From an optimization exercise on the open Yosys and OpenROAD flow, aimed at small area and a short achievable clock period; shortcuts taken in it are not production practice. Where RTL was checked, it was by simulation tests only, not by an equivalence proof against the original. Power figures rest on the tool's default switching activity, not on a simulated workload.

==> run R: inputs <==
Design wavlet, start of the top module:
module wavlet(
	input clk,
	input rst_n,
	input [15:0] data_in,
	output reg signed [20:0] data_out_hd,
	output reg signed [20:0] data_out_ld
);
reg [15:0] or1, or2, or3, er1, er2, er3;
reg ph;
reg hd_s2_0_0, hd_s2_0_1, hd_s2_1_0, hd_s2_1_1, hd_s2_2_0, hd_s2_2_1, hd_s2_3_0, hd_s2_3_1, hd_s2_4_0, hd_s2_4_1, hd_s2_5_0, hd_s2_5_1, hd_s2_6_0, hd_s2_6_1, hd_s2_7_0, hd_s2_7_1, hd_s2_8_0, hd_s2_8_1, hd_s2_9_0, hd_s2_9_1, hd_s2_10_0, hd_s2_10_1, hd_s2_11_0, hd_s2_11_1, hd_s2_12_0, hd_s2_12_1, hd_s2_13_0, hd_s2_13_1, hd_s2_14_0, hd_s2_14_1, hd_s2_15_0, hd_s2_15_1, hd_s1_0_0, hd_s1_0_1, hd_s1_1_0, hd_s1_2_0, hd_s1_2_1, hd_s1_3_0, hd_s1_3_1, hd_s1_4_0, hd_s1_4_1, hd_s1_5_0, hd_s1_5_1, hd_s1_6_0, hd_s1_6_1, hd_s1_7_0, hd_s1_7_1, hd_s1_8_0, hd_s1_8_1, hd_s1_9_0, hd_s1_9_1, hd_s1_10_0, hd_s1_10_1, hd_s1_11_0, hd_s1_11_1, hd_s1_12_0, hd_s1_12_1, hd_s1_13_0, hd_s1_13_1, hd_s1_14_0, hd_s1_14_1, hd_s1_15_0, hd_s1_15_1, hd_s1_16_0, ld_s2_0_0, ld_s2_0_1, ld_s2_1_0, ld_s2_1_1, ld_s2_2_0, ld_s2_2_1, ld_s2_3_0, ld_s2_3_1, ld_s2_4_0, ld_s2_4_1, ld_s2_5_0, ld_s2_5_1, ld_s2_6_0, ld_s2_6_1, ld_s2_7_0, ld_s2_7_1, ld_s2_8_0, ld_s2_8_1, ld_s2_9_0, ld_s2_9_1, ld_s2_10_0, ld_s2_10_1, ld_s2_11_0, ld_s2_11_1, ld_s2_12_0, ld_s2_12_1, ld_s2_13_0, ld_s1_0_0, ld_s1_1_0, ld_s1_1_1, ld_s1_2_0, ld_s1_2_1, ld_s1_3_0, ld_s1_3_1, ld_s1_4_0, ld_s1_4_1, ld_s1_5_0, ld_s1_5_1, ld_s1_6_0, ld_s1_6_1, ld_s1_7_0, ld_s1_7_1, ld_s1_8_0, ld_s1_8_1, ld_s1_9_0, ld_s1_9_1, ld_s1_10_0, ld_s1_10_1, ld_s1_11_0, ld_s1_11_1, ld_s1_12_0, ld_s1_12_1, ld_s1_13_0, ld_s1_13_1, ld_s1_14_0, ld_s1_14_1, ld_s1_15_0, ld_s1_15_1, ld_s1_16_0;
wire n1 = ~or2[4] ^ ~or2[0];
wire n2 = ~(~or2[4] | ~or2[0]);
wire n3 = or2[5] ^ or2[1];
wire n4 = ~(or2[5] | or2[1]);
wire n5 = ~or2[6] ^ ~or2[2];
wire n6 = ~(~or2[6] | ~or2[2]);
wire n7 = or2[0] ^ n5 ^ ~n4;
wire n8 = (or2[0] & n5) | (or2[0] & ~n4) | (n5 & ~n4);
wire c9 = (~n7 & ((~n2 & n3) | ((~n2 | n3) & (~n1 & (~or2[3] & (~or2[2] & (~or2[1] & ((~or2[0] & 1'b1) | ((~or2[0] | 1'b1) & 1'b0)))))))));
wire n10 = or3[6] ^ or3[4];
  ...
Settings: LEC_CHECK=0, CAP_MARGIN=20, CORE_MARGIN=2, CORE_UTILIZATION=55, CTS_CLUSTER_DIAMETER=80, CTS_CLUSTER_SIZE=30, SLEW_MARGIN=20; clock period 12.0 ns.
standard.sh (not shown) runs the stock make flow with config.mk's settings and CLKGATE_MAP_FILE= SYNTH_SCRIPT=/design/flow/synth_recipe.tcl, a recipe that flattens the netlist after the stock synthesis.
==> flow/flow/run.sh <==
#!/bin/bash
# Own layout flow: the standard synthesis (unchanged), then flipfa2.py, a
# netlist pass that removes inverters (a full adder is
# self-dual, and many gates have a complement cell), then the standard
# layout with plain buffers (buf_1 instead of clkdlybuf4s50_1) on the ports,
# and with ORFS's timing repair aiming at a setup slack of $MARGIN ns (the
# constraints are unchanged: the clock is still the design's period).
# If a layout attempt fails (e.g. a routing fault the extractor rejects), the
# layout steps are run again with a slightly different placement density.
set -uo pipefail
W=$PWD
R=$W/orfs/results/$FLOW_PLATFORM/wavlet/base
bash standard.sh "$R/1_2_yosys.v" > "$W/synth.log" 2>&1 || exit 1
cp "$R/1_2_yosys.v" "$W/yosys_standard.v"
python3 flow/flipfa2.py "$FLOW_HOME/platforms/$FLOW_PLATFORM/lib/sky130_fd_sc_hd__tt_025C_1v80.lib" "$W/yosys_standard.v" "$W/yosys_flipped.v" 1500 > "$W/flipfa.log" 2>&1 || exit 1
cp "$W/yosys_flipped.v" "$R/1_2_yosys.v"
export BUFFER_PORTS_ARGS="-buffer_cell sky130_fd_sc_hd__buf_1"
MARGIN=8.62
n=0
for dens in "" 0.58 0.62 0.55; do
  n=$((n + 1))
  if [[ -n "$dens" ]]; then
    rm -f "$R"/[2-6]_* "$W"/orfs/logs/"$FLOW_PLATFORM"/wavlet/base/[2-6]_*
    bash standard.sh SETUP_SLACK_MARGIN=$MARGIN PLACE_DENSITY=$dens finish > "$W/layout$n.log" 2>&1 && exit 0
  else
    bash standard.sh SETUP_SLACK_MARGIN=$MARGIN finish > "$W/layout$n.log" 2>&1 && exit 0
  fi
done
exit 1
Other scripts of this flow, unchanged in this note and not shown: flow/flow/flipfa2.py
==> run E: changes against run R <==
--- a/flow/design.v
+++ b/flow/design.v
@@ -436,13 +436,13 @@
 wire n426 = ~n424 ^ n421;
 wire n427 = ~n424 & n421;
 wire n428 = hd_s2_14_0 ^ hd_s2_14_1 ^ ~n425;
 wire n429 = (hd_s2_14_0 & hd_s2_14_1) | (hd_s2_14_0 & ~n425) | (hd_s2_14_1 & ~n425);
 wire n430 = hd_s2_15_0 ^ ~hd_s2_15_1;
 wire n431 = hd_s2_15_0 & ~hd_s2_15_1;
-wire [20:0] hd_sum = {1'b0, 1'b0, 1'b0, 1'b0, hd_s1_16_0, hd_s1_15_0, hd_s1_14_0, hd_s1_13_0, hd_s1_12_0, hd_s1_11_0, hd_s1_10_0, hd_s1_9_0, hd_s1_8_0, hd_s1_7_0, hd_s1_6_0, hd_s1_5_0, hd_s1_4_0, hd_s1_3_0, hd_s1_2_0, hd_s1_1_0, hd_s1_0_0} + {1'b0, 1'b0, 1'b0, 1'b0, 1'b0, hd_s1_15_1, hd_s1_14_1, hd_s1_13_1, hd_s1_12_1, hd_s1_11_1, hd_s1_10_1, hd_s1_9_1, hd_s1_8_1, hd_s1_7_1, hd_s1_6_1, hd_s1_5_1, hd_s1_4_1, hd_s1_3_1, hd_s1_2_1, 1'b0, hd_s1_0_1} + 21'd2032128;
+wire [20:0] hd_sum = {1'b0, 1'b0, 1'b0, 1'b0, hd_s1_16_0, hd_s1_15_0, hd_s1_14_0, hd_s1_13_0, hd_s1_12_0, hd_s1_11_0, hd_s1_10_0, ~hd_s1_9_0, ~hd_s1_8_0, ~hd_s1_7_0, ~hd_s1_6_0, ~hd_s1_5_0, ~hd_s1_4_0, ~hd_s1_3_0, ~hd_s1_2_0, hd_s1_1_0, hd_s1_0_0} + {1'b0, 1'b0, 1'b0, 1'b0, 1'b0, ~hd_s1_15_1, ~hd_s1_14_1, ~hd_s1_13_1, ~hd_s1_12_1, ~hd_s1_11_1, hd_s1_10_1, ~hd_s1_9_1, hd_s1_8_1, hd_s1_7_1, hd_s1_6_1, hd_s1_5_1, hd_s1_4_1, hd_s1_3_1, ~hd_s1_2_1, 1'b0, hd_s1_0_1} + 21'd2032128;
 wire n432 = or1[3] ^ ~or1[0];
 wire n433 = ~(or1[3] | ~or1[0]);
 wire n434 = or1[4] ^ ~or1[1];
 wire n435 = or1[4] & ~or1[1];
 wire n436 = or1[5] ^ ~or1[2];
 wire n437 = or1[5] & ~or1[2];
@@ -875,13 +875,13 @@
 wire n864 = n855 ^ n862 ^ ~n857;
 wire n865 = (n855 & n862) | (n855 & ~n857) | (n862 & ~n857);
 wire n866 = n859 ^ n864;
 wire n867 = ~(n859 | n864);
 wire n868 = n863 ^ n865;
 wire n869 = ~(n863 | n865);
-wire [20:0] ld_sum = {1'b0, 1'b0, 1'b0, 1'b0, ld_s1_16_0, ld_s1_15_0, ld_s1_14_0, ld_s1_13_0, ld_s1_12_0, ld_s1_11_0, ld_s1_10_0, ld_s1_9_0, ld_s1_8_0, ld_s1_7_0, ld_s1_6_0, ld_s1_5_0, ld_s1_4_0, ld_s1_3_0, ld_s1_2_0, ld_s1_1_0, ld_s1_0_0} + {1'b0, 1'b0, 1'b0, 1'b0, 1'b0, ld_s1_15_1, ld_s1_14_1, ld_s1_13_1, ld_s1_12_1, ld_s1_11_1, ld_s1_10_1, ld_s1_9_1, ld_s1_8_1, ld_s1_7_1, ld_s1_6_1, ld_s1_5_1, ld_s1_4_1, ld_s1_3_1, ld_s1_2_1, ld_s1_1_1, 1'b0} + 21'd2032128;
+wire [20:0] ld_sum = {1'b0, 1'b0, 1'b0, 1'b0, ld_s1_16_0, ld_s1_15_0, ld_s1_14_0, ld_s1_13_0, ld_s1_12_0, ld_s1_11_0, ~ld_s1_10_0, ld_s1_9_0, ld_s1_8_0, ld_s1_7_0, ld_s1_6_0, ld_s1_5_0, ld_s1_4_0, ld_s1_3_0, ld_s1_2_0, ~ld_s1_1_0, ld_s1_0_0} + {1'b0, 1'b0, 1'b0, 1'b0, 1'b0, ~ld_s1_15_1, ~ld_s1_14_1, ~ld_s1_13_1, ~ld_s1_12_1, ~ld_s1_11_1, ld_s1_10_1, ld_s1_9_1, ~ld_s1_8_1, ~ld_s1_7_1, ~ld_s1_6_1, ~ld_s1_5_1, ~ld_s1_4_1, ~ld_s1_3_1, ~ld_s1_2_1, ~ld_s1_1_1, 1'b0} + 21'd2032128;
 always @(posedge clk or negedge rst_n) begin
 	if (!rst_n) begin
 		ph <= 1'b1;
 		or1 <= 16'd0;
 		or2 <= 16'd0;
 		or3 <= 16'd0;
@@ -920,40 +920,40 @@
 		hd_s2_14_1 <= 1'b0;
 		hd_s2_15_0 <= 1'b0;
 		hd_s2_15_1 <= 1'b0;
 		hd_s1_0_0 <= 1'b0;
 		hd_s1_0_1 <= 1'b0;
 		hd_s1_1_0 <= 1'b0;
-		hd_s1_2_0 <= 1'b1;
-		hd_s1_2_1 <= 1'b1;
-		hd_s1_3_0 <= 1'b1;
+		hd_s1_2_0 <= 1'b0;
+		hd_s1_2_1 <= 1'b0;
+		hd_s1_3_0 <= 1'b0;
 		hd_s1_3_1 <= 1'b0;
-		hd_s1_4_0 <= 1'b1;
+		hd_s1_4_0 <= 1'b0;
 		hd_s1_4_1 <= 1'b0;
-		hd_s1_5_0 <= 1'b1;
+		hd_s1_5_0 <= 1'b0;
 		hd_s1_5_1 <= 1'b0;
-		hd_s1_6_0 <= 1'b1;
+		hd_s1_6_0 <= 1'b0;
 		hd_s1_6_1 <= 1'b0;
-		hd_s1_7_0 <= 1'b1;
+		hd_s1_7_0 <= 1'b0;
 		hd_s1_7_1 <= 1'b0;
-		hd_s1_8_0 <= 1'b1;
+		hd_s1_8_0 <= 1'b0;
 		hd_s1_8_1 <= 1'b0;
-		hd_s1_9_0 <= 1'b1;
-		hd_s1_9_1 <= 1'b1;
+		hd_s1_9_0 <= 1'b0;
+		hd_s1_9_1 <= 1'b0;
 		hd_s1_10_0 <= 1'b0;
 		hd_s1_10_1 <= 1'b0;
 		hd_s1_11_0 <= 1'b0;
-		hd_s1_11_1 <= 1'b1;
+		hd_s1_11_1 <= 1'b0;
 		hd_s1_12_0 <= 1'b0;
-		hd_s1_12_1 <= 1'b1;
+		hd_s1_12_1 <= 1'b0;
 		hd_s1_13_0 <= 1'b0;
-		hd_s1_13_1 <= 1'b1;
+		hd_s1_13_1 <= 1'b0;
 		hd_s1_14_0 <= 1'b0;
-		hd_s1_14_1 <= 1'b1;
+		hd_s1_14_1 <= 1'b0;
 		hd_s1_15_0 <= 1'b0;
-		hd_s1_15_1 <= 1'b1;
+		hd_s1_15_1 <= 1'b0;
 		hd_s1_16_0 <= 1'b0;
 		ld_s2_0_0 <= 1'b0;
 		ld_s2_0_1 <= 1'b0;
 		ld_s2_1_0 <= 1'b0;
 		ld_s2_1_1 <= 1'b0;
 		ld_s2_2_0 <= 1'b0;
@@ -977,42 +977,42 @@
 		ld_s2_11_0 <= 1'b0;
 		ld_s2_11_1 <= 1'b0;
 		ld_s2_12_0 <= 1'b0;
 		ld_s2_12_1 <= 1'b0;
 		ld_s2_13_0 <= 1'b0;
 		ld_s1_0_0 <= 1'b0;
-		ld_s1_1_0 <= 1'b1;
-		ld_s1_1_1 <= 1'b1;
+		ld_s1_1_0 <= 1'b0;
+		ld_s1_1_1 <= 1'b0;
 		ld_s1_2_0 <= 1'b0;
-		ld_s1_2_1 <= 1'b1;
+		ld_s1_2_1 <= 1'b0;
 		ld_s1_3_0 <= 1'b0;
-		ld_s1_3_1 <= 1'b1;
+		ld_s1_3_1 <= 1'b0;
 		ld_s1_4_0 <= 1'b0;
-		ld_s1_4_1 <= 1'b1;
+		ld_s1_4_1 <= 1'b0;
 		ld_s1_5_0 <= 1'b0;
-		ld_s1_5_1 <= 1'b1;
+		ld_s1_5_1 <= 1'b0;
 		ld_s1_6_0 <= 1'b0;
-		ld_s1_6_1 <= 1'b1;
+		ld_s1_6_1 <= 1'b0;
 		ld_s1_7_0 <= 1'b0;
-		ld_s1_7_1 <= 1'b1;
+		ld_s1_7_1 <= 1'b0;
 		ld_s1_8_0 <= 1'b0;
-		ld_s1_8_1 <= 1'b1;
+		ld_s1_8_1 <= 1'b0;
 		ld_s1_9_0 <= 1'b0;
 		ld_s1_9_1 <= 1'b0;
-		ld_s1_10_0 <= 1'b1;
+		ld_s1_10_0 <= 1'b0;
 		ld_s1_10_1 <= 1'b0;
 		ld_s1_11_0 <= 1'b0;
-		ld_s1_11_1 <= 1'b1;
+		ld_s1_11_1 <= 1'b0;
 		ld_s1_12_0 <= 1'b0;
-		ld_s1_12_1 <= 1'b1;
+		ld_s1_12_1 <= 1'b0;
 		ld_s1_13_0 <= 1'b0;
-		ld_s1_13_1 <= 1'b1;
+		ld_s1_13_1 <= 1'b0;
 		ld_s1_14_0 <= 1'b0;
-		ld_s1_14_1 <= 1'b1;
+		ld_s1_14_1 <= 1'b0;
 		ld_s1_15_0 <= 1'b0;
-		ld_s1_15_1 <= 1'b1;
+		ld_s1_15_1 <= 1'b0;
 		ld_s1_16_0 <= 1'b0;
 		data_out_hd <= 21'd0;
 		data_out_ld <= 21'd0;
 	end else begin
 		ph <= ~ph;
 		if (ph) or1 <= data_in;
@@ -1053,40 +1053,40 @@
 		hd_s2_14_1 <= n216;
 		hd_s2_15_0 <= n215;
 		hd_s2_15_1 <= ~n217;
 		hd_s1_0_0 <= ~n254;
 		hd_s1_0_1 <= n258;
 		hd_s1_1_0 <= n274;
-		hd_s1_2_0 <= n275;
-		hd_s1_2_1 <= n290;
-		hd_s1_3_0 <= n291;
+		hd_s1_2_0 <= ~n275;
+		hd_s1_2_1 <= ~n290;
+		hd_s1_3_0 <= ~n291;
 		hd_s1_3_1 <= ~n306;
-		hd_s1_4_0 <= ~n307;
+		hd_s1_4_0 <= n307;
 		hd_s1_4_1 <= ~n322;
-		hd_s1_5_0 <= ~n323;
+		hd_s1_5_0 <= n323;
 		hd_s1_5_1 <= ~n338;
-		hd_s1_6_0 <= ~n339;
+		hd_s1_6_0 <= n339;
 		hd_s1_6_1 <= ~n354;
-		hd_s1_7_0 <= ~n355;
+		hd_s1_7_0 <= n355;
 		hd_s1_7_1 <= ~n370;
-		hd_s1_8_0 <= ~n371;
+		hd_s1_8_0 <= n371;
 		hd_s1_8_1 <= ~n384;
-		hd_s1_9_0 <= ~n385;
-		hd_s1_9_1 <= ~n396;
+		hd_s1_9_0 <= n385;
+		hd_s1_9_1 <= n396;
 		hd_s1_10_0 <= ~n397;
 		hd_s1_10_1 <= n408;
 		hd_s1_11_0 <= n409;
-		hd_s1_11_1 <= ~n416;
+		hd_s1_11_1 <= n416;
 		hd_s1_12_0 <= ~n417;
-		hd_s1_12_1 <= n422;
+		hd_s1_12_1 <= ~n422;
 		hd_s1_13_0 <= n423;
-		hd_s1_13_1 <= n426;
+		hd_s1_13_1 <= ~n426;
 		hd_s1_14_0 <= n427;
-		hd_s1_14_1 <= n428;
+		hd_s1_14_1 <= ~n428;
 		hd_s1_15_0 <= n429;
-		hd_s1_15_1 <= n430;
+		hd_s1_15_1 <= ~n430;
 		hd_s1_16_0 <= n431;
 		ld_s2_0_0 <= ~n473;
 		ld_s2_0_1 <= ~n475;
 		ld_s2_1_0 <= n485;
 		ld_s2_1_1 <= n487;
 		ld_s2_2_0 <= ~n488;
@@ -1110,42 +1110,42 @@
 		ld_s2_11_0 <= ~n586;
 		ld_s2_11_1 <= n589;
 		ld_s2_12_0 <= ~n590;
 		ld_s2_12_1 <= ~n591;
 		ld_s2_13_0 <= n592;
 		ld_s1_0_0 <= n638;
-		ld_s1_1_0 <= n639;
-		ld_s1_1_1 <= n658;
+		ld_s1_1_0 <= ~n639;
+		ld_s1_1_1 <= ~n658;
 		ld_s1_2_0 <= n659;
-		ld_s1_2_1 <= n678;
+		ld_s1_2_1 <= ~n678;
 		ld_s1_3_0 <= n679;
-		ld_s1_3_1 <= n698;
+		ld_s1_3_1 <= ~n698;
 		ld_s1_4_0 <= n699;
-		ld_s1_4_1 <= n718;
+		ld_s1_4_1 <= ~n718;
 		ld_s1_5_0 <= n719;
-		ld_s1_5_1 <= n738;
+		ld_s1_5_1 <= ~n738;
 		ld_s1_6_0 <= n739;
-		ld_s1_6_1 <= n758;
+		ld_s1_6_1 <= ~n758;
 		ld_s1_7_0 <= n759;
-		ld_s1_7_1 <= n778;
+		ld_s1_7_1 <= ~n778;
 		ld_s1_8_0 <= n779;
-		ld_s1_8_1 <= n796;
+		ld_s1_8_1 <= ~n796;
 		ld_s1_9_0 <= n797;
 		ld_s1_9_1 <= n812;
-		ld_s1_10_0 <= n813;
+		ld_s1_10_0 <= ~n813;
 		ld_s1_10_1 <= ~n826;
 		ld_s1_11_0 <= ~n827;
-		ld_s1_11_1 <= ~n838;
+		ld_s1_11_1 <= n838;
 		ld_s1_12_0 <= ~n839;
-		ld_s1_12_1 <= n850;
+		ld_s1_12_1 <= ~n850;
 		ld_s1_13_0 <= n851;
-		ld_s1_13_1 <= n860;
+		ld_s1_13_1 <= ~n860;
 		ld_s1_14_0 <= n861;
-		ld_s1_14_1 <= n866;
+		ld_s1_14_1 <= ~n866;
 		ld_s1_15_0 <= n867;
-		ld_s1_15_1 <= n868;
+		ld_s1_15_1 <= ~n868;
 		ld_s1_16_0 <= n869;
 		data_out_hd <= hd_sum;
 		data_out_ld <= ld_sum;
 	end
 end
 endmodule
==> flow/flow/run.sh (replaced) <==
#!/bin/bash
# Own layout flow: the standard synthesis (unchanged), then flipfa2.py, a
# netlist pass that removes inverters (a full adder is
# self-dual, and many gates have a complement cell), then the standard
# layout with plain buffers (buf_4 instead of clkdlybuf4s50_1) on the ports,
# and with ORFS's timing repair aiming at a setup slack of $MARGIN ns (the
# constraints are unchanged: the clock is still the design's period).
# If a layout attempt fails (e.g. a routing fault the extractor rejects), the
# layout steps are run again with a slightly different placement density.
set -uo pipefail
W=$PWD
R=$W/orfs/results/$FLOW_PLATFORM/wavlet/base
bash standard.sh "$R/1_2_yosys.v" > "$W/synth.log" 2>&1 || exit 1
cp "$R/1_2_yosys.v" "$W/yosys_standard.v"
python3 flow/flipfa2.py "$FLOW_HOME/platforms/$FLOW_PLATFORM/lib/sky130_fd_sc_hd__tt_025C_1v80.lib" "$W/yosys_standard.v" "$W/yosys_flipped.v" 1500 > "$W/flipfa.log" 2>&1 || exit 1
cp "$W/yosys_flipped.v" "$R/1_2_yosys.v"
export BUFFER_PORTS_ARGS="-buffer_cell sky130_fd_sc_hd__buf_4"
MARGIN=8.45
n=0
for dens in "" 0.58 0.62 0.55; do
  n=$((n + 1))
  if [[ -n "$dens" ]]; then
    rm -f "$R"/[2-6]_* "$W"/orfs/logs/"$FLOW_PLATFORM"/wavlet/base/[2-6]_*
    bash standard.sh SETUP_SLACK_MARGIN=$MARGIN PLACE_DENSITY=$dens finish > "$W/layout$n.log" 2>&1 && exit 0
  else
    bash standard.sh SETUP_SLACK_MARGIN=$MARGIN finish > "$W/layout$n.log" 2>&1 && exit 0
  fi
done
exit 1
CORE_UTILIZATION = 40   (was 55)
==> run A: changes against run R <==
--- a/flow/flow/run.sh
+++ b/flow/flow/run.sh
@@ -12,13 +12,13 @@
 R=$W/orfs/results/$FLOW_PLATFORM/wavlet/base
 bash standard.sh "$R/1_2_yosys.v" > "$W/synth.log" 2>&1 || exit 1
 cp "$R/1_2_yosys.v" "$W/yosys_standard.v"
 python3 flow/flipfa2.py "$FLOW_HOME/platforms/$FLOW_PLATFORM/lib/sky130_fd_sc_hd__tt_025C_1v80.lib" "$W/yosys_standard.v" "$W/yosys_flipped.v" 1500 > "$W/flipfa.log" 2>&1 || exit 1
 cp "$W/yosys_flipped.v" "$R/1_2_yosys.v"
 export BUFFER_PORTS_ARGS="-buffer_cell sky130_fd_sc_hd__buf_1"
-MARGIN=8.62
+MARGIN=8.55
 n=0
 for dens in "" 0.58 0.62 0.55; do
   n=$((n + 1))
   if [[ -n "$dens" ]]; then
     rm -f "$R"/[2-6]_* "$W"/orfs/logs/"$FLOW_PLATFORM"/wavlet/base/[2-6]_*
     bash standard.sh SETUP_SLACK_MARGIN=$MARGIN PLACE_DENSITY=$dens finish > "$W/layout$n.log" 2>&1 && exit 0
==> qor summary <==
| item | run R | run E | run A |
|---|---|---|---|
| Status | timing/DRC/antenna clean | timing/DRC/antenna clean | timing/DRC/antenna clean |
| Initial drt markers | 445 | 531 | 551 |
| Post-DP HPWL | 29.87 mm | 30.33 mm | 30.13 mm |
| Core region area | 31800 um^2 | 44410 um^2 | 31800 um^2 |
| Final instance area | 19770 um^2 | 20010 um^2 | 19500 um^2 |
| Sequential standard cell area | 6595 um^2 | 6535 um^2 | 6574 um^2 |
| Post-cts sizing count | 29 | 2 | 9 |
| Largest incremental delay on the critical path | 0.39 ns | 0.42 ns | 0.53 ns |
| Switching component of the power | 0.002170 W | 0.002346 W | 0.002175 W |
| Via count | 9271 | 9393 | 9224 |
| Achievable clock frequency | 290.6 MHz | 286.0 MHz | 289.5 MHz |
| Arrival time at the worst endpoint | 1.04 ns | 1.10 ns | 3.86 ns |
| Standard cell with the maximum stage delay on the critical path | sky130_fd_sc_hd__dfrtp_1 | sky130_fd_sc_hd__dfrtp_1 | sky130_fd_sc_hd__fa_1 |
| End-of-flow core utilization | 0.6216 | 0.4504 | 0.6131 |
| Detailed-route vias per instance | 5.277 | 4.839 | 5.326 |
| GP Congestion | 0.8783 | 0.8042 | 0.8739 |
| Reg2Reg Setup Slack | 8.68 ns | 8.53 ns | 8.55 ns |
| Final hold slack | 0.3688 ns | 0.3628 ns | 0.3750 ns |
| Period Utilization, post-route | 0.2868 | 0.2914 | 0.2879 |
| Clock share of power | 0.130 | 0.131 | 0.125 |
The RTL of run R and run A was laid out without a check of its function.

[port drivers added, routing unchanged]
Ports are ideal in the flow. The routed layouts listed here were re-timed in OpenROAD.
Step 1: set_driving_cell puts a clkbuf_16 on clk and a buf_2 on each other input, an assumption about the parent block.
Step 2 adds t to the input delays and takes it off the output delays; t is the mean of the earliest and latest rising clock arrival at the registers after step 1. Input paths then give back, and output paths get back, about the clock's delay inside the block.
Slacks: ideal / step 1 / step 2; pairs: ideal / step 1.
run | t (ns) | slack for setup (ns) | hold slack, ns | clock arrival spread, ns | worst data-port slew with drivers (ns)
run R | 0.567 | 8.558 / 8.505 / 8.396 | 0.369 / 0.369 / 0.369 | 0.026 / 0.026 | 0.04
run E | 0.571 | 8.503 / 8.449 / 8.200 | 0.363 / 0.363 / 0.363 | 0.029 / 0.030 | 0.05
run A | 0.564 | 8.546 / 8.517 / 8.298 | 0.375 / 0.375 / 0.375 | 0.031 / 0.032 | 0.03
After both steps setup and hold are still met in every run listed. For run E, which loses most, drivers alone change the setup slack by -0.054 ns; drivers and shift together by -0.303 ns. The worst setup slack also covers recovery checks on asynchronous resets.
